Source: an optimization exercise on an open RTL-to-GDS flow (aim: small area and a short achievable clock period). Production flows keep margins and buffers that such runs may drop. In this exercise RTL edits were held to simulation tests only and were not proved equivalent to the original.

==> design.v <==
`timescale 1ns / 1ps
module axis_eth_fcs
(
    input  wire        clk,
    input  wire        rst,
    input  wire [127:0]  input_axis_tdata,
    input  wire [15:0]   input_axis_tstrb,
    input  wire          input_axis_tvalid,
    output wire          input_axis_tready,
    input  wire          input_axis_tlast,
    output wire [31:0] output_fcs,
    output wire        output_fcs_valid
);
reg [31:0] crc_raw;
reg [1:0] crc_pad;
reg crc_restart;
reg fcs_valid_reg;
wire [15:0] s = input_axis_tstrb;
wire [31:0] crc;
wire [31:0] u1, u2, u3;
wire p32 = crc_raw[27] ^ crc_raw[29];
wire p33 = crc_raw[28] ^ crc_raw[30];
wire p34 = crc_raw[25] ^ crc_raw[31];
wire p35 = crc_raw[26] ^ p33;
wire p36 = crc_raw[24] ^ p32;
wire p37 = p34 ^ p36;
wire p38 = crc_raw[26] ^ crc_raw[31];
wire p39 = p32 ^ p38;
wire p40 = crc_raw[24] ^ crc_raw[27];
wire p41 = crc_raw[24] ^ p35;
wire p42 = crc_raw[25] ^ p35;
wire p43 = crc_raw[27] ^ p33;
wire p44 = crc_raw[28] ^ crc_raw[29];
wire p45 = p34 ^ p35;
wire p46 = crc_raw[26] ^ crc_raw[30];
wire p47 = crc_raw[30] ^ p32;
wire p48 = crc_raw[28] ^ p40;
assign u1[0] = p37;
assign u1[1] = p42;
assign u1[2] = p39;
assign u1[3] = p43;
assign u1[4] = crc_raw[31] ^ p44;
assign u1[5] = crc_raw[29] ^ crc_raw[30];
assign u1[6] = crc_raw[25] ^ crc_raw[30] ^ p36;
assign u1[7] = p45;
assign u1[8] = crc_raw[0] ^ p39;
assign u1[9] = crc_raw[1] ^ crc_raw[24] ^ crc_raw[29] ^ p33 ^ p34;
assign u1[10] = crc_raw[2] ^ p40 ^ p46;
assign u1[11] = crc_raw[3] ^ crc_raw[27] ^ crc_raw[28] ^ p34;
assign u1[12] = crc_raw[4] ^ crc_raw[26] ^ p44;
assign u1[13] = crc_raw[5] ^ p47;
assign u1[14] = crc_raw[6] ^ crc_raw[31] ^ p33;
assign u1[15] = crc_raw[7] ^ crc_raw[29] ^ crc_raw[31];
assign u1[16] = crc_raw[8] ^ crc_raw[30] ^ p37;
assign u1[17] = crc_raw[9] ^ p45;
assign u1[18] = crc_raw[10] ^ p39;
assign u1[19] = crc_raw[11] ^ p43;
assign u1[20] = crc_raw[12] ^ crc_raw[25] ^ p48;
assign u1[21] = crc_raw[13] ^ p38 ^ p48;
assign u1[22] = crc_raw[14] ^ crc_raw[24] ^ crc_raw[28] ^ crc_raw[31];
assign u1[23] = crc_raw[15] ^ crc_raw[25] ^ crc_raw[29];
assign u1[24] = crc_raw[16] ^ p37 ^ p46;
assign u1[25] = crc_raw[17] ^ crc_raw[29] ^ p41;
assign u1[26] = crc_raw[18] ^ p34 ^ p47;
assign u1[27] = crc_raw[19] ^ p36 ^ p42;
assign u1[28] = crc_raw[20] ^ p41;
assign u1[29] = crc_raw[21] ^ p32 ^ p34;
assign u1[30] = crc_raw[22] ^ p35 ^ p37;
assign u1[31] = crc_raw[23] ^ p41;
wire q32 = crc_raw[19] ^ crc_raw[21];
wire q33 = crc_raw[20] ^ crc_raw[22];
wire q34 = crc_raw[17] ^ crc_raw[23];
wire q35 = crc_raw[18] ^ crc_raw[24];
wire q36 = crc_raw[16] ^ crc_raw[28];
wire q37 = crc_raw[25] ^ crc_raw[27];
wire q38 = crc_raw[26] ^ crc_raw[29];
wire q39 = crc_raw[30] ^ q32;
wire q40 = crc_raw[31] ^ q33;
wire q41 = crc_raw[24] ^ crc_raw[30];
wire q42 = q34 ^ q39;
wire q43 = crc_raw[25] ^ q35;
wire q44 = crc_raw[23] ^ crc_raw[29];
wire q45 = crc_raw[19] ^ crc_raw[26];
wire q46 = crc_raw[28] ^ q40;
wire q47 = crc_raw[20] ^ crc_raw[31];
wire q48 = crc_raw[22] ^ crc_raw[31];
wire q49 = crc_raw[24] ^ crc_raw[27];
wire q50 = q36 ^ q40;
wire q51 = crc_raw[16] ^ q35;
wire q52 = q32 ^ q34;
wire q53 = q36 ^ q37;
wire q54 = crc_raw[17] ^ crc_raw[28];
wire q55 = q35 ^ q38;
wire q56 = q37 ^ q39;
wire q57 = q41 ^ q45;
wire q58 = crc_raw[21] ^ q37;
wire q59 = crc_raw[17] ^ q36;
wire q60 = crc_raw[30] ^ q34;
wire q61 = crc_raw[21] ^ q49;
wire q62 = crc_raw[27] ^ crc_raw[29];
wire q63 = crc_raw[19] ^ crc_raw[20];
wire q64 = crc_raw[25] ^ q63;
wire q65 = crc_raw[16] ^ q42;
wire q66 = crc_raw[23] ^ q38;
wire q67 = crc_raw[18] ^ q38;
wire q68 = q40 ^ q51;
assign u2[0] = q52 ^ q53;
assign u2[1] = q33 ^ q54 ^ q55;
assign u2[2] = crc_raw[18] ^ q44 ^ q56;
assign u2[3] = q46 ^ q57;
assign u2[4] = q44 ^ q47 ^ q58;
assign u2[5] = crc_raw[21] ^ crc_raw[22] ^ crc_raw[26] ^ crc_raw[28] ^ q41;
assign u2[6] = crc_raw[29] ^ q32 ^ q48 ^ q59;
assign u2[7] = crc_raw[18] ^ crc_raw[29] ^ q33 ^ q60;
assign u2[8] = crc_raw[23] ^ crc_raw[31] ^ q35 ^ q39;
assign u2[9] = q34 ^ q50 ^ q61;
assign u2[10] = crc_raw[19] ^ crc_raw[22] ^ q51 ^ q62;
assign u2[11] = crc_raw[28] ^ q60 ^ q64;
assign u2[12] = crc_raw[21] ^ q47 ^ q55;
assign u2[13] = crc_raw[22] ^ q56;
assign u2[14] = crc_raw[23] ^ crc_raw[26] ^ q46;
assign u2[15] = q44 ^ q61;
assign u2[16] = crc_raw[0] ^ crc_raw[22] ^ q49 ^ q65;
assign u2[17] = crc_raw[1] ^ q34 ^ q43 ^ q46;
assign u2[18] = crc_raw[2] ^ q32 ^ q43 ^ q66;
assign u2[19] = crc_raw[3] ^ q33 ^ q37 ^ q57;
assign u2[20] = crc_raw[4] ^ crc_raw[16] ^ crc_raw[17] ^ q45 ^ q47;
assign u2[21] = crc_raw[5] ^ crc_raw[18] ^ crc_raw[23] ^ q36 ^ q64;
assign u2[22] = crc_raw[6] ^ crc_raw[20] ^ crc_raw[24] ^ q53 ^ q66;
assign u2[23] = crc_raw[7] ^ q38 ^ q41 ^ q54 ^ q58;
assign u2[24] = crc_raw[8] ^ q48 ^ q65 ^ q67;
assign u2[25] = crc_raw[9] ^ crc_raw[21] ^ crc_raw[30] ^ q43 ^ q50;
assign u2[26] = crc_raw[10] ^ crc_raw[25] ^ q38 ^ q48 ^ q52;
assign u2[27] = crc_raw[11] ^ crc_raw[26] ^ q33 ^ q39 ^ q43 ^ q59;
assign u2[28] = crc_raw[12] ^ q50 ^ q67;
assign u2[29] = crc_raw[13] ^ q42 ^ q62;
assign u2[30] = crc_raw[14] ^ q37 ^ q42 ^ q68;
assign u2[31] = crc_raw[15] ^ crc_raw[26] ^ crc_raw[27] ^ q68;
wire r32 = crc_raw[13] ^ crc_raw[31];
wire r33 = crc_raw[12] ^ crc_raw[14];
wire r34 = crc_raw[11] ^ crc_raw[15];
wire r35 = crc_raw[16] ^ crc_raw[25];
wire r36 = crc_raw[21] ^ crc_raw[24];
wire r37 = crc_raw[10] ^ crc_raw[26];
wire r38 = crc_raw[8] ^ crc_raw[9];
wire r39 = crc_raw[17] ^ crc_raw[19];
wire r40 = crc_raw[18] ^ crc_raw[20];
wire r41 = crc_raw[22] ^ crc_raw[29];
wire r42 = crc_raw[23] ^ r33;
wire r43 = r32 ^ r38;
wire r44 = crc_raw[27] ^ r35;
wire r45 = crc_raw[12] ^ crc_raw[30];
wire r46 = crc_raw[13] ^ r34;
wire r47 = crc_raw[22] ^ r37;
wire r48 = crc_raw[21] ^ crc_raw[28];
wire r49 = crc_raw[16] ^ crc_raw[27];
wire r50 = crc_raw[15] ^ r36;
wire r51 = crc_raw[17] ^ crc_raw[20];
wire r52 = crc_raw[18] ^ crc_raw[23];
wire r53 = crc_raw[30] ^ r42;
wire r54 = crc_raw[20] ^ r43;
wire r55 = crc_raw[24] ^ r39;
wire r56 = crc_raw[26] ^ r34;
wire r57 = r33 ^ r44;
wire r58 = crc_raw[11] ^ r41;
wire r59 = crc_raw[14] ^ r32;
wire r60 = crc_raw[28] ^ r42;
wire r61 = crc_raw[8] ^ crc_raw[29];
wire r62 = r35 ^ r53;
wire r63 = crc_raw[9] ^ r40;
wire r64 = r39 ^ r48;
wire r65 = r46 ^ r47;
wire r66 = r40 ^ r49;
wire r67 = crc_raw[28] ^ r39;
wire r68 = r45 ^ r50;
wire r69 = crc_raw[11] ^ crc_raw[14];
wire r70 = crc_raw[25] ^ crc_raw[30];
wire r71 = r36 ^ r70;
wire r72 = crc_raw[15] ^ r60;
wire r73 = crc_raw[16] ^ crc_raw[19];
wire r74 = crc_raw[31] ^ r61;
wire r75 = crc_raw[9] ^ crc_raw[27];
wire r76 = r34 ^ r41;
wire r77 = r45 ^ r51;
wire r78 = crc_raw[10] ^ r52;
wire r79 = crc_raw[14] ^ r43;
wire r80 = crc_raw[17] ^ crc_raw[28];
wire r81 = crc_raw[8] ^ r62;
wire r82 = r41 ^ r46;
assign u3[0] = r54 ^ r55 ^ r56;
assign u3[1] = crc_raw[10] ^ crc_raw[21] ^ r57 ^ r63;
assign u3[2] = r64 ^ r65;
assign u3[3] = r42 ^ r58 ^ r66;
assign u3[4] = crc_raw[13] ^ crc_raw[23] ^ r67 ^ r68;
assign u3[5] = crc_raw[24] ^ r35 ^ r40 ^ r41 ^ r59;
assign u3[6] = crc_raw[23] ^ r54 ^ r69 ^ r71;
assign u3[7] = crc_raw[9] ^ crc_raw[25] ^ crc_raw[31] ^ r33 ^ r47 ^ r50;
assign u3[8] = crc_raw[23] ^ r44 ^ r65;
assign u3[9] = crc_raw[19] ^ r49 ^ r54 ^ r72;
assign u3[10] = r37 ^ r48 ^ r69 ^ r73 ^ r74;
assign u3[11] = r75 ^ r76 ^ r77;
assign u3[12] = crc_raw[16] ^ r32 ^ r45 ^ r48 ^ r78;
assign u3[13] = r55 ^ r58 ^ r59;
assign u3[14] = crc_raw[15] ^ crc_raw[25] ^ r40 ^ r53;
assign u3[15] = crc_raw[26] ^ r32 ^ r50 ^ r73;
assign u3[16] = crc_raw[19] ^ crc_raw[22] ^ crc_raw[24] ^ r44 ^ r56 ^ r79;
assign u3[17] = crc_raw[9] ^ r37 ^ r44 ^ r51 ^ r72;
assign u3[18] = crc_raw[18] ^ crc_raw[29] ^ r36 ^ r37 ^ r46 ^ r49 ^ r80;
assign u3[19] = crc_raw[18] ^ crc_raw[30] ^ r57 ^ r58 ^ r67;
assign u3[20] = crc_raw[11] ^ crc_raw[24] ^ crc_raw[28] ^ crc_raw[29] ^ r38 ^ r45 ^ r52;
assign u3[21] = crc_raw[25] ^ r34 ^ r37 ^ r61 ^ r77;
assign u3[22] = crc_raw[8] ^ r39 ^ r66 ^ r68;
assign u3[23] = crc_raw[22] ^ r32 ^ r35 ^ r63 ^ r64;
assign u3[24] = crc_raw[0] ^ r36 ^ r76 ^ r78 ^ r79;
assign u3[25] = crc_raw[1] ^ r32 ^ r47 ^ r51 ^ r81;
assign u3[26] = crc_raw[2] ^ crc_raw[17] ^ r36 ^ r52 ^ r56 ^ r59 ^ r75;
assign u3[27] = crc_raw[3] ^ crc_raw[11] ^ r40 ^ r43 ^ r47 ^ r57 ^ r80;
assign u3[28] = crc_raw[4] ^ crc_raw[10] ^ crc_raw[27] ^ r36 ^ r40 ^ r60 ^ r74;
assign u3[29] = crc_raw[5] ^ crc_raw[9] ^ crc_raw[19] ^ crc_raw[28] ^ r71 ^ r82;
assign u3[30] = crc_raw[6] ^ crc_raw[10] ^ r38 ^ r55 ^ r62 ^ r82;
assign u3[31] = crc_raw[7] ^ crc_raw[10] ^ crc_raw[18] ^ crc_raw[19] ^ r81;
assign crc = crc_pad == 2'd0 ? crc_raw :
             crc_pad == 2'd1 ? u1 :
             crc_pad == 2'd2 ? u2 : u3;
assign input_axis_tready = 1'b1;
assign output_fcs = ~crc;
assign output_fcs_valid = fcs_valid_reg;
wire [31:0] c = crc | {32{crc_restart}};
wire [3:0] sw;
assign sw[0] = s[12];
assign sw[1] = s[8] & ~s[12];
assign sw[2] = s[4] & ~s[8];
assign sw[3] = ~s[4];
wire pad0 = ~s[1] | (s[2] & ~s[3]) | (s[4] & ~s[5]) | (s[6] & ~s[7]) |
            (s[8] & ~s[9]) | (s[10] & ~s[11]) | (s[12] & ~s[13]) | (s[14] & ~s[15]);
wire pad1 = ~s[1] | (s[1] & ~s[2]) | (s[4] & ~s[5]) | (s[5] & ~s[6]) |
            (s[8] & ~s[9]) | (s[9] & ~s[10]) | (s[12] & ~s[13]) | (s[13] & ~s[14]);
wire [127:0] dm;
genvar b;
generate
    for (b = 0; b < 16; b = b + 1) begin : mask
        if (b % 4 == 0) begin : keep
            assign dm[8*b +: 8] = input_axis_tdata[8*b +: 8];
        end else begin : zero
            assign dm[8*b +: 8] = input_axis_tdata[8*b +: 8] & {8{s[b]}};
        end
    end
endgenerate
wire [127:0] x0 = dm ^ {96'h0, c};
wire [127:0] w;
assign w[31:0]   = x0[31:0] & {32{sw[0]}};
assign w[63:32]  = (x0[63:32] & {32{sw[0]}}) | (x0[31:0] & {32{sw[1]}});
assign w[95:64]  = (x0[95:64] & {32{sw[0]}}) | (x0[63:32] & {32{sw[1]}}) |
                   (x0[31:0] & {32{sw[2]}});
assign w[127:96] = (x0[127:96] & {32{sw[0]}}) | (x0[95:64] & {32{sw[1]}}) |
                   (x0[63:32] & {32{sw[2]}}) | (x0[31:0] & {32{sw[3]}});
wire [31:0] t;
wire x128 = w[5] ^ w[14];
wire x129 = w[29] ^ w[75];
wire x130 = w[33] ^ w[103];
wire x131 = w[6] ^ w[44];
wire x132 = w[7] ^ w[36];
wire x133 = w[8] ^ w[37];
wire x134 = w[47] ^ w[67];
wire x135 = w[3] ^ w[76];
wire x136 = w[4] ^ w[77];
wire x137 = w[10] ^ w[96];
wire x138 = w[12] ^ w[98];
wire x139 = w[22] ^ x128;
wire x140 = w[24] ^ w[80];
wire x141 = w[30] ^ w[68];
wire x142 = w[48] ^ w[69];
wire x143 = w[11] ^ w[32];
wire x144 = w[23] ^ w[71];
wire x145 = w[2] ^ w[118];
wire x146 = w[15] ^ w[27];
wire x147 = w[17] ^ w[70];
wire x148 = w[18] ^ w[45];
wire x149 = w[46] ^ w[99];
wire x150 = w[83] ^ x130;
wire x151 = w[16] ^ w[28];
wire x152 = w[34] ^ w[35];
wire x153 = w[57] ^ x131;
wire x154 = w[20] ^ x135;
wire x155 = w[72] ^ w[101];
wire x156 = w[21] ^ x136;
wire x157 = w[38] ^ w[39];
wire x158 = w[25] ^ w[41];
wire x159 = w[31] ^ w[74];
wire x160 = w[43] ^ w[119];
wire x161 = w[49] ^ w[122];
wire x162 = w[56] ^ w[73];
wire x163 = w[78] ^ w[100];
wire x164 = w[13] ^ w[26];
wire x165 = w[50] ^ w[123];
wire x166 = w[95] ^ w[120];
wire x167 = w[19] ^ x129;
wire x168 = w[51] ^ w[124];
wire x169 = w[52] ^ w[125];
wire x170 = w[94] ^ x133;
wire x171 = w[53] ^ w[126];
wire x172 = w[79] ^ x132;
wire x173 = w[54] ^ w[127];
wire x174 = w[40] ^ w[110];
wire x175 = w[0] ^ w[9];
wire x176 = w[102] ^ x140;
wire x177 = x137 ^ x139;
wire x178 = w[1] ^ w[85];
wire x179 = w[62] ^ w[82];
wire x180 = w[104] ^ x142;
wire x181 = w[58] ^ w[114];
wire x182 = w[59] ^ w[115];
wire x183 = w[61] ^ w[84];
wire x184 = w[63] ^ w[65];
wire x185 = w[81] ^ x141;
wire x186 = w[97] ^ x143;
wire x187 = w[112] ^ x162;
wire x188 = w[42] ^ w[92];
wire x189 = w[64] ^ w[66];
wire x190 = w[105] ^ x152;
wire x191 = w[113] ^ x153;
wire x192 = w[86] ^ w[106];
wire x193 = w[87] ^ w[107];
wire x194 = w[88] ^ w[108];
wire x195 = w[60] ^ w[89];
wire x196 = w[109] ^ x157;
wire x197 = w[90] ^ w[117];
wire x198 = w[116] ^ x134;
wire x199 = x138 ^ x144;
wire x200 = w[93] ^ x164;
wire x201 = w[121] ^ x147;
wire x202 = w[91] ^ w[111];
wire x203 = w[55] ^ x150;
wire x204 = x146 ^ x160;
wire x205 = x151 ^ x166;
wire x206 = x149 ^ x156;
wire x207 = x155 ^ x173;
wire x208 = x169 ^ x191;
wire x209 = x148 ^ x174;
wire x210 = x171 ^ x181;
wire x211 = x145 ^ x170;
wire x212 = x158 ^ x163;
wire x213 = w[100] ^ x179;
wire x214 = x159 ^ x165;
wire x215 = x183 ^ x188;
wire x216 = x128 ^ x154;
wire x217 = x167 ^ x192;
wire x218 = x184 ^ x190;
wire x219 = x150 ^ x182;
wire x220 = w[48] ^ x178;
wire x221 = w[66] ^ x196;
wire x222 = x172 ^ x177;
wire x223 = w[40] ^ x176;
wire x224 = x168 ^ x187;
wire x225 = w[94] ^ x198;
wire x226 = x129 ^ x161;
wire x227 = x186 ^ x204;
wire x228 = w[15] ^ x189;
wire x229 = w[19] ^ x130;
wire x230 = w[25] ^ w[47];
wire x231 = w[56] ^ x199;
wire x232 = x180 ^ x205;
wire x233 = w[16] ^ x201;
wire x234 = w[57] ^ x200;
wire x235 = w[18] ^ w[58];
wire x236 = w[29] ^ x175;
wire x237 = w[65] ^ x194;
wire x238 = x171 ^ x193;
wire x239 = w[23] ^ w[67];
wire x240 = w[52] ^ x220;
wire x241 = w[86] ^ x195;
wire x242 = w[32] ^ w[69];
wire x243 = w[53] ^ w[70];
wire x244 = w[22] ^ x197;
wire x245 = w[72] ^ w[76];
wire x246 = w[46] ^ w[89];
wire x247 = w[62] ^ w[121];
wire x248 = w[77] ^ x185;
wire x249 = x202 ^ x207;
wire x250 = w[111] ^ x223;
wire x251 = w[42] ^ x211;
wire x252 = w[7] ^ w[74];
wire x253 = w[8] ^ x182;
wire x254 = w[1] ^ x159;
wire x255 = w[60] ^ x203;
wire x256 = x177 ^ x212;
wire x257 = w[2] ^ x228;
wire x258 = w[4] ^ w[79];
wire x259 = w[101] ^ x230;
wire x260 = x178 ^ x231;
wire x261 = x214 ^ x232;
wire x262 = w[27] ^ w[96];
wire x263 = w[31] ^ x134;
wire x264 = w[33] ^ x155;
wire x265 = w[43] ^ x180;
wire x266 = w[45] ^ w[120];
wire x267 = w[49] ^ x168;
wire x268 = w[83] ^ x149;
wire x269 = x213 ^ x262;
wire x270 = x216 ^ x217;
wire x271 = w[12] ^ x206;
wire x272 = w[13] ^ x170;
wire x273 = w[28] ^ w[97];
wire x274 = w[50] ^ x169;
wire x275 = w[71] ^ w[102];
wire x276 = x131 ^ x163;
wire x277 = x193 ^ x272;
wire x278 = w[6] ^ x139;
wire x279 = w[38] ^ x156;
wire x280 = w[51] ^ x238;
wire x281 = w[59] ^ w[98];
wire x282 = w[106] ^ x161;
wire x283 = w[20] ^ w[78];
wire x284 = w[61] ^ x165;
wire x285 = w[73] ^ x240;
wire x286 = w[80] ^ x167;
wire x287 = x221 ^ x241;
wire x288 = x286 ^ x287;
wire x289 = w[21] ^ w[91];
wire x290 = w[87] ^ x160;
wire x291 = w[90] ^ w[108];
wire x292 = w[116] ^ x243;
wire x293 = w[11] ^ w[35];
wire x294 = w[30] ^ x147;
wire x295 = w[41] ^ x172;
wire x296 = w[54] ^ x208;
wire x297 = w[88] ^ x166;
wire x298 = x133 ^ x140;
wire x299 = x134 ^ x144;
wire x300 = w[93] ^ x210;
wire x301 = x132 ^ x209;
wire x302 = w[17] ^ w[92];
wire x303 = w[105] ^ x143;
wire x304 = x244 ^ x303;
wire x305 = w[9] ^ w[15];
wire x306 = w[68] ^ w[99];
wire x307 = w[81] ^ w[103];
wire x308 = w[125] ^ x194;
wire x309 = w[126] ^ x195;
wire x310 = x224 ^ x251;
wire x311 = x173 ^ x248;
wire x312 = w[7] ^ w[95];
wire x313 = w[14] ^ x225;
wire x314 = w[121] ^ x179;
wire x315 = w[3] ^ w[34];
wire x316 = w[44] ^ w[104];
wire x317 = x138 ^ x145;
wire x318 = x148 ^ x149;
wire x319 = x175 ^ x176;
wire x320 = x183 ^ x227;
wire x321 = x185 ^ x255;
wire x322 = x187 ^ x256;
wire x323 = w[10] ^ w[63];
wire x324 = w[75] ^ x215;
wire x325 = w[117] ^ x190;
wire x326 = w[119] ^ x135;
wire x327 = x164 ^ x229;
wire x328 = x185 ^ x259;
wire x329 = x191 ^ x213;
wire x330 = x258 ^ x261;
wire x331 = w[64] ^ x181;
wire x332 = w[85] ^ x218;
wire x333 = x132 ^ x266;
wire x334 = x136 ^ x270;
wire x335 = x233 ^ x265;
wire x336 = x234 ^ x264;
wire x337 = x263 ^ x331;
wire x338 = x267 ^ x268;
wire x339 = w[32] ^ x146;
wire x340 = w[48] ^ w[119];
wire x341 = w[73] ^ w[84];
wire x342 = x161 ^ x192;
wire x343 = x189 ^ x216;
wire x344 = x201 ^ x273;
wire x345 = x218 ^ x274;
wire x346 = x219 ^ x235;
wire x347 = x271 ^ x340;
wire x348 = x277 ^ x346;
wire x349 = w[82] ^ w[84];
wire x350 = x148 ^ x152;
wire x351 = x163 ^ x282;
wire x352 = x198 ^ x278;
wire x353 = x236 ^ x237;
wire x354 = x279 ^ x352;
wire x355 = x280 ^ x281;
wire x356 = w[6] ^ x222;
wire x357 = w[102] ^ w[104];
wire x358 = w[107] ^ x141;
wire x359 = x133 ^ x239;
wire x360 = x283 ^ x356;
wire x361 = x284 ^ x358;
wire x362 = x288 ^ x359;
wire x363 = w[27] ^ w[112];
wire x364 = w[45] ^ x151;
wire x365 = w[78] ^ x129;
wire x366 = x131 ^ x158;
wire x367 = x154 ^ x174;
wire x368 = x168 ^ x242;
wire x369 = x222 ^ x289;
wire x370 = x291 ^ x292;
wire x371 = x174 ^ x296;
wire x372 = x196 ^ x202;
wire x373 = x206 ^ x236;
wire x374 = x215 ^ x245;
wire x375 = x257 ^ x293;
wire x376 = x294 ^ x297;
wire x377 = x299 ^ x376;
wire x378 = w[43] ^ x157;
wire x379 = w[55] ^ x246;
wire x380 = w[107] ^ x199;
wire x381 = w[118] ^ x188;
wire x382 = x247 ^ x300;
wire x383 = w[3] ^ w[113];
wire x384 = w[28] ^ w[65];
wire x385 = w[118] ^ x138;
wire x386 = x219 ^ x249;
wire x387 = x269 ^ x383;
wire x388 = w[4] ^ w[114];
wire x389 = w[13] ^ x137;
wire x390 = w[35] ^ x276;
wire x391 = w[87] ^ x260;
wire x392 = w[93] ^ w[122];
wire x393 = x145 ^ x302;
wire x394 = x154 ^ x159;
wire x395 = x304 ^ x392;
wire x396 = x388 ^ x394;
wire x397 = w[24] ^ w[34];
wire x398 = w[39] ^ w[55];
wire x399 = x186 ^ x239;
wire x400 = w[49] ^ x154;
wire x401 = w[124] ^ x138;
wire x402 = x141 ^ x175;
wire x403 = x146 ^ x212;
wire x404 = w[23] ^ w[113];
wire x405 = w[42] ^ x197;
wire x406 = w[50] ^ x306;
wire x407 = w[59] ^ x308;
wire x408 = x156 ^ x158;
wire x409 = x234 ^ x305;
wire x410 = x254 ^ x405;
wire x411 = w[26] ^ w[39];
wire x412 = w[109] ^ x226;
wire x413 = w[11] ^ w[22];
wire x414 = w[81] ^ w[127];
wire x415 = x413 ^ x414;
wire x416 = w[19] ^ x310;
wire x417 = w[111] ^ w[115];
wire x418 = w[120] ^ x184;
wire x419 = x203 ^ x252;
wire x420 = x417 ^ x418;
wire x421 = x419 ^ x420;
wire x422 = w[8] ^ x224;
wire x423 = w[17] ^ w[83];
wire x424 = w[5] ^ w[99];
wire x425 = w[30] ^ w[79];
wire x426 = x205 ^ x252;
wire x427 = x210 ^ x245;
wire x428 = x250 ^ x424;
wire x429 = w[0] ^ w[26];
wire x430 = w[46] ^ x214;
wire x431 = w[76] ^ x253;
wire x432 = w[80] ^ w[122];
wire x433 = w[109] ^ x311;
wire x434 = w[63] ^ w[110];
wire x435 = w[123] ^ x144;
wire x436 = w[20] ^ x312;
wire x437 = w[41] ^ x242;
wire x438 = w[0] ^ x153;
wire x439 = w[24] ^ x290;
wire x440 = w[64] ^ x165;
wire x441 = w[96] ^ x309;
wire x442 = w[16] ^ w[21];
wire x443 = w[5] ^ x197;
wire x444 = w[14] ^ w[98];
wire x445 = x137 ^ x142;
wire x446 = x314 ^ x444;
wire x447 = x445 ^ x446;
wire x448 = w[90] ^ x142;
assign t[0] = w[62] ^ w[91] ^ x147 ^ x184 ^ x225 ^ x226 ^ x254 ^ x315 ^ x316 ^ x317 ^ x318 ^ x319 ^ x320 ^ x321 ^ x322;
assign t[1] = x186 ^ x257 ^ x260 ^ x318 ^ x323 ^ x324 ^ x325 ^ x326 ^ x327 ^ x328 ^ x329 ^ x330;
assign t[2] = x143 ^ x176 ^ x269 ^ x317 ^ x332 ^ x333 ^ x334 ^ x335 ^ x336 ^ x337 ^ x338;
assign t[3] = w[36] ^ x275 ^ x276 ^ x328 ^ x339 ^ x341 ^ x342 ^ x343 ^ x344 ^ x345 ^ x347 ^ x348;
assign t[4] = w[37] ^ w[60] ^ w[85] ^ x155 ^ x172 ^ x228 ^ x261 ^ x275 ^ x327 ^ x349 ^ x350 ^ x351 ^ x353 ^ x354 ^ x355;
assign t[5] = w[103] ^ x207 ^ x233 ^ x237 ^ x285 ^ x325 ^ x338 ^ x339 ^ x357 ^ x360 ^ x361 ^ x362;
assign t[6] = w[1] ^ x170 ^ x192 ^ x195 ^ x221 ^ x231 ^ x268 ^ x290 ^ x345 ^ x363 ^ x364 ^ x365 ^ x366 ^ x367 ^ x368 ^ x369 ^ x370;
assign t[7] = w[33] ^ w[45] ^ w[100] ^ w[106] ^ x164 ^ x244 ^ x273 ^ x280 ^ x295 ^ x298 ^ x371 ^ x372 ^ x373 ^ x374 ^ x375 ^ x377;
assign t[8] = w[16] ^ x248 ^ x249 ^ x256 ^ x263 ^ x285 ^ x298 ^ x301 ^ x315 ^ x353 ^ x363 ^ x378 ^ x379 ^ x380 ^ x381 ^ x382;
assign t[9] = w[40] ^ x180 ^ x200 ^ x215 ^ x258 ^ x278 ^ x350 ^ x362 ^ x370 ^ x384 ^ x385 ^ x386 ^ x387;
assign t[10] = w[54] ^ w[75] ^ x221 ^ x229 ^ x259 ^ x301 ^ x384 ^ x389 ^ x390 ^ x391 ^ x393 ^ x395 ^ x396;
assign t[11] = w[66] ^ w[88] ^ w[115] ^ w[123] ^ x202 ^ x209 ^ x211 ^ x270 ^ x295 ^ x336 ^ x347 ^ x357 ^ x397 ^ x398 ^ x399;
assign t[12] = w[58] ^ w[119] ^ x166 ^ x187 ^ x188 ^ x190 ^ x229 ^ x246 ^ x250 ^ x277 ^ x354 ^ x400 ^ x401 ^ x402 ^ x403;
assign t[13] = w[47] ^ w[101] ^ w[106] ^ w[112] ^ w[121] ^ x152 ^ x232 ^ x307 ^ x360 ^ x378 ^ x404 ^ x406 ^ x407 ^ x408 ^ x409 ^ x410;
assign t[14] = w[51] ^ w[82] ^ w[105] ^ w[107] ^ x146 ^ x181 ^ x186 ^ x223 ^ x251 ^ x309 ^ x335 ^ x369 ^ x390 ^ x404 ^ x411 ^ x412;
assign t[15] = w[38] ^ w[52] ^ w[92] ^ w[95] ^ w[97] ^ w[101] ^ w[105] ^ w[114] ^ x135 ^ x151 ^ x172 ^ x175 ^ x199 ^ x204 ^ x209 ^ x219 ^ x282 ^ x284 ^ x291 ^ x294 ^ x298 ^ x366 ^ x415;
assign t[16] = w[3] ^ w[72] ^ w[75] ^ w[82] ^ x136 ^ x139 ^ x151 ^ x196 ^ x200 ^ x227 ^ x243 ^ x299 ^ x351 ^ x361 ^ x416 ^ x421;
assign t[17] = w[9] ^ w[68] ^ w[84] ^ w[94] ^ w[108] ^ w[116] ^ x157 ^ x204 ^ x247 ^ x264 ^ x330 ^ x343 ^ x365 ^ x371 ^ x380 ^ x397 ^ x422 ^ x423;
assign t[18] = w[67] ^ w[108] ^ w[117] ^ x148 ^ x201 ^ x208 ^ x305 ^ x332 ^ x341 ^ x368 ^ x389 ^ x398 ^ x408 ^ x412 ^ x425 ^ x426 ^ x427 ^ x428;
assign t[19] = w[6] ^ w[42] ^ w[71] ^ w[85] ^ w[97] ^ w[118] ^ x130 ^ x169 ^ x189 ^ x210 ^ x217 ^ x233 ^ x293 ^ x301 ^ x322 ^ x429 ^ x430 ^ x431 ^ x432 ^ x433;
assign t[20] = w[25] ^ w[26] ^ w[29] ^ w[45] ^ w[69] ^ w[70] ^ w[77] ^ w[86] ^ x176 ^ x183 ^ x222 ^ x238 ^ x306 ^ x329 ^ x386 ^ x400 ^ x416 ^ x434 ^ x435;
assign t[21] = w[18] ^ w[33] ^ w[61] ^ w[124] ^ x177 ^ x208 ^ x211 ^ x226 ^ x237 ^ x249 ^ x279 ^ x302 ^ x337 ^ x391 ^ x406 ^ x429 ^ x436 ^ x437;
assign t[22] = w[13] ^ w[23] ^ w[51] ^ w[56] ^ w[88] ^ w[125] ^ x158 ^ x161 ^ x253 ^ x265 ^ x288 ^ x289 ^ x300 ^ x307 ^ x312 ^ x313 ^ x323 ^ x374 ^ x385 ^ x423 ^ x430 ^ x438;
assign t[23] = w[39] ^ w[58] ^ w[70] ^ w[99] ^ x179 ^ x209 ^ x267 ^ x285 ^ x304 ^ x311 ^ x313 ^ x316 ^ x324 ^ x409 ^ x431 ^ x436 ^ x439 ^ x440 ^ x441;
assign t[24] = w[34] ^ w[53] ^ w[77] ^ w[127] ^ x178 ^ x180 ^ x217 ^ x235 ^ x274 ^ x281 ^ x307 ^ x326 ^ x349 ^ x377 ^ x395 ^ x422 ^ x428 ^ x442;
assign t[25] = w[0] ^ w[10] ^ w[72] ^ w[102] ^ x162 ^ x198 ^ x218 ^ x220 ^ x266 ^ x296 ^ x314 ^ x320 ^ x334 ^ x355 ^ x379 ^ x432 ^ x435;
assign t[26] = w[24] ^ w[47] ^ w[63] ^ w[74] ^ w[123] ^ x151 ^ x162 ^ x173 ^ x193 ^ x194 ^ x206 ^ x240 ^ x247 ^ x283 ^ x321 ^ x333 ^ x342 ^ x375 ^ x401 ^ x427 ^ x438 ^ x443;
assign t[27] = w[112] ^ w[124] ^ x153 ^ x227 ^ x241 ^ x292 ^ x295 ^ x308 ^ x319 ^ x348 ^ x433 ^ x440 ^ x442 ^ x447;
assign t[28] = w[38] ^ w[54] ^ w[91] ^ w[109] ^ w[110] ^ w[126] ^ x134 ^ x141 ^ x167 ^ x235 ^ x246 ^ x275 ^ x310 ^ x387 ^ x407 ^ x426 ^ x437 ^ x439 ^ x443;
assign t[29] = w[8] ^ w[59] ^ w[127] ^ x155 ^ x160 ^ x167 ^ x203 ^ x208 ^ x230 ^ x297 ^ x344 ^ x372 ^ x381 ^ x396 ^ x402 ^ x434 ^ x441 ^ x448;
assign t[30] = w[64] ^ w[68] ^ w[71] ^ w[89] ^ x140 ^ x271 ^ x313 ^ x367 ^ x382 ^ x393 ^ x403 ^ x411 ^ x415 ^ x421 ^ x448;
assign t[31] = w[17] ^ w[43] ^ w[44] ^ w[61] ^ w[73] ^ w[95] ^ x145 ^ x189 ^ x200 ^ x207 ^ x250 ^ x253 ^ x255 ^ x364 ^ x373 ^ x399 ^ x410 ^ x425 ^ x447;
always @(posedge clk or posedge rst) begin
    if (rst) begin
        crc_restart <= 1'b1;
        fcs_valid_reg <= 1'b0;
    end else begin
        fcs_valid_reg <= input_axis_tvalid & input_axis_tlast;
        if (input_axis_tvalid) begin
            crc_restart <= input_axis_tlast;
        end
    end
end
always @(posedge clk) begin
    if (input_axis_tvalid) begin
        crc_raw <= t;
        crc_pad <= {pad1, pad0};
    end
end
endmodule
==> flow/run.sh <==
#!/bin/bash
set -euo pipefail
cd "$(dirname "$0")/.."
if [[ -f flow/extra.mk ]]; then cat flow/extra.mk >> config.mk; fi
mapfile -t ARGS < <(grep -v '^\s*$' flow/args.txt)
bash standard.sh synth > flow_synth.log 2>&1
RES=orfs/results/${FLOW_PLATFORM}/axis_eth_fcs/base
cp $RES/1_2_yosys.v flow_1_2_yosys_standard.v
LIB=$(ls ${FLOW_HOME}/platforms/${FLOW_PLATFORM}/lib/sky130_fd_sc_hd__tt_025C_1v80.lib)
python3 flow/downsize.py $RES/1_2_yosys.v $LIB > flow_downsize.log 2>&1
touch $RES/1_2_yosys.v
bash standard.sh "${ARGS[@]}" finish > flow_finish.log 2>&1
==> flow/args.txt <==
SETUP_SLACK_MARGIN=9.25
BUFFER_PORTS_ARGS=-buffer_cell sky130_fd_sc_hd__buf_2
==> flow/downsize.py <==
#!/usr/bin/env python3
"""Set every combinational cell of a synthesized netlist to its smallest
drive strength (_1, or _0 where the platform has no _1 ... as listed in the
liberty file); flip-flops keep their cells. The timing repair later sizes up
what the constraints need."""
import re, sys
net, lib = sys.argv[1], sys.argv[2]
cells = set(re.findall(r'^\s*cell\s*\(\s*"?(sky130_fd_sc_hd__\w+?)"?\s*\)', open(lib).read(), re.M))
dont = set(sys.argv[3:])
def smallest(name):
    m = re.match(r'(sky130_fd_sc_hd__[a-z0-9]+?)_(\d+)$', name)
    if not m:
        return name
    base = m.group(1)
    if re.match(r'sky130_fd_sc_hd__(e?df|sdf|dl|conb|tap|fill|decap|clk)', base):
        return name
    for d in ("1", "0"):
        cand = "%s_%s" % (base, d)
        if cand in cells and cand not in dont:
            if int(d) < int(m.group(2)):
                return cand
            return name
    return name
src = open(net).read()
n = [0]
def sub(mo):
    new = smallest(mo.group(1))
    if new != mo.group(1):
        n[0] += 1
    return new + mo.group(2)
out = re.sub(r'\b(sky130_fd_sc_hd__\w+)(\s+[\\\w])', sub, src)
open(net, "w").write(out)
print("downsized", n[0], "cells")
==> flow/extra.mk <==
export DONT_USE_CELLS += sky130_fd_sc_hd__xor3_1 sky130_fd_sc_hd__xor3_2 sky130_fd_sc_hd__xor3_4 sky130_fd_sc_hd__xnor3_1 sky130_fd_sc_hd__xnor3_2 sky130_fd_sc_hd__xnor3_4
==> standard.sh <==
#!/bin/bash
# synth_recipe.tcl (not shown) runs the flow's synth.tcl, then flattens the netlist and writes it again
# the make line also repeats each setting of config.mk as NAME=value (left out here)
make -C /OpenROAD-flow-scripts/flow DESIGN_CONFIG=/design/flow/config.mk WORK_HOME=/design/flow/orfs CLKGATE_MAP_FILE= SYNTH_SCRIPT=/design/flow/synth_recipe.tcl "${@:-finish}"
==> config.mk <==
export PLATFORM = sky130hd
export DESIGN_NAME = axis_eth_fcs
export DESIGN_NICKNAME = axis_eth_fcs
export VERILOG_FILES = /design/flow/design.v
export SDC_FILE = /design/flow/constraint.sdc
export NUM_CORES = 4
export LEC_CHECK = 0
export CAP_MARGIN = 20
export CORE_MARGIN = 2
export CORE_UTILIZATION = 40
export SETUP_SLACK_MARGIN = 0.3
export SLEW_MARGIN = 20
export DONT_USE_CELLS += sky130_fd_sc_hd__xor3_1 sky130_fd_sc_hd__xor3_2 sky130_fd_sc_hd__xor3_4 sky130_fd_sc_hd__xnor3_1 sky130_fd_sc_hd__xnor3_2 sky130_fd_sc_hd__xnor3_4
==> constraint.sdc <==
create_clock -name core_clock -period 16.0 [get_ports {clk}]
set_input_delay 3.2000 -clock core_clock [delete_from_list [all_inputs] [get_ports {clk}]]
set_output_delay 3.2000 -clock core_clock [all_outputs]
set_load 0.01 [all_outputs]
==> results of run 1 <==
-- timing repair --
action,4_1_cts,5_1_grt
resized for setup,117,79
pin swaps,10,7
setup endpoints to repair,42,42
hold endpoints to repair,0,0
setup buffers,17,9
-- metrics by stage --
step                std cells  setup WS [ns]
detailed placement       2704           7.29
global placement         2703           7.37
CTS                      2729           9.15
finish                   2738           9.22
floorplan                2026           9.33
global route             2738           9.21
-- worst max path at each step --
stage / start / to / slack [ns] / depth (start not counted)
2_1_floorplan: input_axis_tstrb[8] / crc_raw[16] / 9.33 / 14
3_3_place_gp: input_axis_tstrb[12] / crc_raw[8] / 7.37 / 17
3_5_place_dp: input_axis_tstrb[12] / crc_raw[8] / 7.29 / 17
4_1_cts: input_axis_tstrb[12] / crc_raw[8] / 9.15 / 17
5_1_grt: input_axis_tstrb[8] / crc_raw[28] / 9.21 / 14
6_report: input_axis_tstrb[1] / crc_raw[13] / 9.22 / 12
-- layout make-up --
type	count	area, sq um
repair buffers	285	1790
clock inverters	3	18.8
clock buffers	5	125
flip-flops and latches	36	1070
well taps	525	657
inverters	18	71.3
fillers	4050	20200
multi-input cells	1866	15800
-- routing by layer --
layer	global-route usage	wire length, um
met1	0.535	34400
met2	0.715	41800
met3	0.0733	9390
met4	0.338	9350
met5	0	0
-- worst min-delay path: cells and delay by family (launching register included) --
| kind | cells | cell delay (ns) |
|---|---|---|
| AOI/OAI and AO/OA | 1 | 0.16 |
| DFF | 1 | 0.37 |
| buffers and inverters | 2 | 0.84 |
==> results_dict.tcl, run 1 <==
set metrics [dict create \
    status "finished clean" \
    viasPerCell 6.10 \
    holdWs_ns 1.38 \
    r2r_start "crc_raw[30]" \
    reg2reg_slack_ns 9.60 \
    clock-root-buffer "clkbuf_16" \
    tightest_slew_ns 1.14 \
    fp.dieW_um 205 \
    io_buffer_count 179 \
    netlist_instances 2026 \
    clkTransAtPathRegs_ns 0.07 \
    crit_path_end_kind "flip-flop" \
    die_h_um 205 \
    period_needed_ns 6.78 \
    dieArea_sq_um 42000 \
    cp_top_family "XOR/XNOR gates" \
    critPathLaunchType "input port" \
    pin_count 182 \
    cp_slowest_stage_delay_ns 0.71 \
    fmax_mhz 147 \
    rows 73 \
    r2r_cells 15 \
    clock-sinks 36 \
    top_register "crc_raw" \
    yosys_warnings 1 \
    cts_buffers 5 \
    drive_above_1_share 0.207 \
    hold_depth 3 \
    synthesis.nets 2174 \
    fin_nets 2360 \
    slew_violations 0 \
    hpwl_mm 79.1 \
    fin_area_sq_um 19600 \
    firstDrtPassIters 10 \
    antenna_found_initial 3 \
    fin_crit_sh 0.424 \
    num_vias 16700 \
    largest_reg_flops 32 \
    r2r_end "crc_raw[30]" \
    grt_max_degree 63 \
    start_util 0.405 \
    crit_chain "buf_2 > nand2_1 > xnor2_1 > xnor2_1 > xnor2_1 > mux2i_1 > xnor2_2 > xnor2_1 > xnor2_2 > xor2_1 > xnor2_1 > xnor2_1" \
    min_from "crc_restart" \
    h-tree-depth 2 \
    clk_latency_ns 0.31 \
    final_cell_mix "863 x xnor2_1, 232 x xor2_1, 178 x buf_2" \
    hold_path_class "reg2reg" \
    routed_wl_mm 95.0 \
    worst-path-buf-inv 1 \
    slew_headroom 0.233 \
    worstPathRequired_ns 16.03 \
    cts_hold_buf 0 \
    hold_viol 0 \
    finalSetupTns_ns 0 \
    drc 0 \
    postRouteAntennaNets 0 \
    place_area_sq_um 17900 \
    grt.overflow.total 0 \
    grt_usage 0.446 \
    final_util 0.492 \
    grt_pass1_vias 15800 \
    netlist_area_sq_um 16100 \
    largest_registers "crc_raw: 32 flops, crc_pad: 2 flops" \
    hold-path-endpoint "crc_restart" \
    drt-initial-drc-count 2239 \
    maxCapViolations 0 \
    syn_to_final_growth_pct 21.2 \
    critPathSlowestCell "xnor2_1" \
    core_area_sq_um 39800 \
    grt_pass1_wl_mm 129 \
    routedWlPerCell_um 34.7 \
    fin_skew_ns 0.0181 \
    crit_top_cell "xnor2_1" \
    gp_congestion 1.12 \
    finalSetupViolations 0 \
    diodes 0 \
    cp.arrival_ns 6.81 \
    clk_path_buf_depth 2 \
    critPathKind "in2reg" \
    final_common_cell "xnor2_1" \
    cts_tree "yes" \
    synth_area_per_cell_sq_um 7.97 \
    worstPathMaxFanout 12 \
    rsz0062_at_grt "yes" \
]
==> run 2: changes to the inputs <==
==> flow/args.txt (replaced) <==
SETUP_SLACK_MARGIN=9.25
BUFFER_PORTS_ARGS=-buffer_cell sky130_fd_sc_hd__buf_2
SLEW_MARGIN=10
CAP_MARGIN=10
==> results_dict.tcl, run 2 <==
set metrics [dict create \
    fin_nets 2360 \
    io_buffer_count 179 \
    critPathKind "in2reg" \
    syn_to_final_growth_pct 20.5 \
    cts_tree "yes" \
    rows 73 \
    critPathSlowestCell "xor2_2" \
    hpwl_mm 79.2 \
    clock-root-buffer "clkbuf_16" \
    fill_cells 4021 \
    hold_viol 0 \
    slew_headroom 0.167 \
    hold_path_class "reg2reg" \
    period_needed_ns 6.78 \
    netlist_area_sq_um 16100 \
    grt.overflow.total 0 \
    yosys_warnings 1 \
    fp.dieW_um 205 \
    postRouteAntennaNets 0 \
    cp.arrival_ns 6.81 \
    routed_wl_mm 94.9 \
    clkTransAtPathRegs_ns 0.07 \
    fmax_mhz 147 \
    final_common_cell "xnor2_1" \
    tightest_slew_ns 1.24 \
    finalSetupViolations 0 \
    grt_usage 0.445 \
    maxCapViolations 0 \
    synthesis.nets 2174 \
    fin_skew_ns 0.0130 \
    firstDrtPassIters 10 \
    drc 0 \
    grt_max_degree 63 \
    routedWlPerCell_um 34.6 \
    critPathLaunchType "input port" \
    rsz0062_at_grt "yes" \
    status "finished clean" \
    viasPerCell 6.07 \
    fin_crit_sh 0.424 \
    top_register "crc_raw" \
    seq_area_sq_um 1070 \
    drive_above_1_share 0.199 \
    fin_area_sq_um 19500 \
    crit_top_cell "xnor2_1" \
    slew_violations 0 \
    die_h_um 205 \
    crit_chain "buf_2 > nor2b_4 > clkbuf_8 > and2_2 > a222oi_1 > o211ai_1 > xor2_2 > xnor2_1 > xnor2_1 > xnor2_1 > xnor2_1 > xnor2_1 > xnor2_1" \
    largest_reg_flops 32 \
    largest_registers "crc_raw: 32 flops, crc_pad: 2 flops" \
    worstPathRequired_ns 16.02 \
    holdWs_ns 1.39 \
    h-tree-depth 2 \
    num_vias 16600 \
    crit_path_end_kind "flip-flop" \
    worstPathMaxFanout 49 \
    drt-initial-drc-count 2150 \
    clock-sinks 36 \
    final_cell_mix "873 x xnor2_1, 235 x xor2_1, 177 x buf_2" \
    dieArea_sq_um 42000 \
    final_util 0.489 \
    antenna_found_initial 3 \
    grt_pass1_wl_mm 128 \
    finalSetupTns_ns 0 \
    cp_slowest_stage_delay_ns 0.55 \
    pin_count 182 \
    core_area_sq_um 39800 \
    clk_latency_ns 0.30 \
    grt_pass1_vias 15900 \
    cts_buffers 5 \
    clk_path_buf_depth 2 \
    netlist_instances 2026 \
    start_util 0.405 \
    synth_area_per_cell_sq_um 7.97 \
    place_area_sq_um 17900 \
    multi_input_area_sq_um 15700 \
    gp_congestion 1.12 \
]
==> run 2: per-layer routing <==
metal / GRT usage / share of wire / vias to the layer above
met5: 0 / 0.00014 / -
li1: - / - / 7083
met1: 0.523 / 0.36 / 7903
met4: 0.346 / 0.10 / 2
met3: 0.0829 / 0.098 / 393
met2: 0.714 / 0.44 / 1260
==> run 2: path summary, 6_finish.rpt <==
kind / from / to / slack, ns / depth (start not counted)
setup / recovery: input_axis_tstrb[8] / crc_raw[27] / 9.22 / 13
max in group asynchronous: rst / crc_restart / 13.06 / 2
setup reg to reg: crc_pad[0] / crc_raw[18] / 9.51 / 14
hold / removal: crc_restart / crc_restart / 1.39 / 3
min in group asynchronous: rst / fcs_valid_reg / 2.74 / 2
hold reg to reg: crc_restart / crc_restart / 1.39 / 3
==> run 2: final cells by class <==
type | count | area share
antenna | 3 | 0.000386
clock buffer | 5 | 0.00643
clock inverter | 3 | 0.000964
inverter | 18 | 0.00360
multi-input combinational | 1866 | 0.808
sequential | 36 | 0.0551
tap | 525 | 0.0337
timing repair buffer | 285 | 0.0914
==> run 2: timing repair <==
action / CTS / global route
pin swaps: 9 / 8
buffers inserted: 19 / 8
gates resized for setup: 122 / 61
hold buffers: 0 / 0
endpoints found under the setup margin: 42 / 39
==> run 2: metrics by stage <==
step,setup slack (ns),instances
5_1_grt,9.14,2738
3_5_place_dp,7.30,2703
3_3_place_gp,7.37,2703
2_1_floorplan,9.33,2026
6_report,9.22,2741
4_1_cts,9.24,2730
==> run 2: critical path, delay by kind of cell <==
kind / cells / cell delay [ns]
compound gates: 2 / 0.77
xor+xnor: 7 / 1.84
buf+inv: 2 / 0.48
simple gates: 2 / 0.49

-- afterwards: timing with drivers on the ports --
In the flow no input, the clock included, has a driving cell. The finished layouts below were timed again as built, in two steps.
Step 1 sets driving cells, clkbuf_16 on the clock port and buf_2 on the other inputs (assumed; they add their load-dependent delay and slew).
Step 2 also shifts input and output timing later by t, the mid clock arrival at the registers, as if the neighbouring blocks saw the same clock.
a / b / c = ideal ports / drivers / drivers and shift; a / b = the first two.
| run | t, ns | slack for setup (ns) | cell pins on the clock port's net |
|---|---|---|---|
| run 1 | 0.342 | 9.216 / 9.227 / 8.892 | 1 |
| run 2 | 0.337 | 9.217 / 9.182 / 8.903 | 1 |
After both steps setup and hold are still met in every run listed. The setup slack of run 1, which loses most, moves by +0.011 ns with the drivers and by -0.324 ns with both steps.
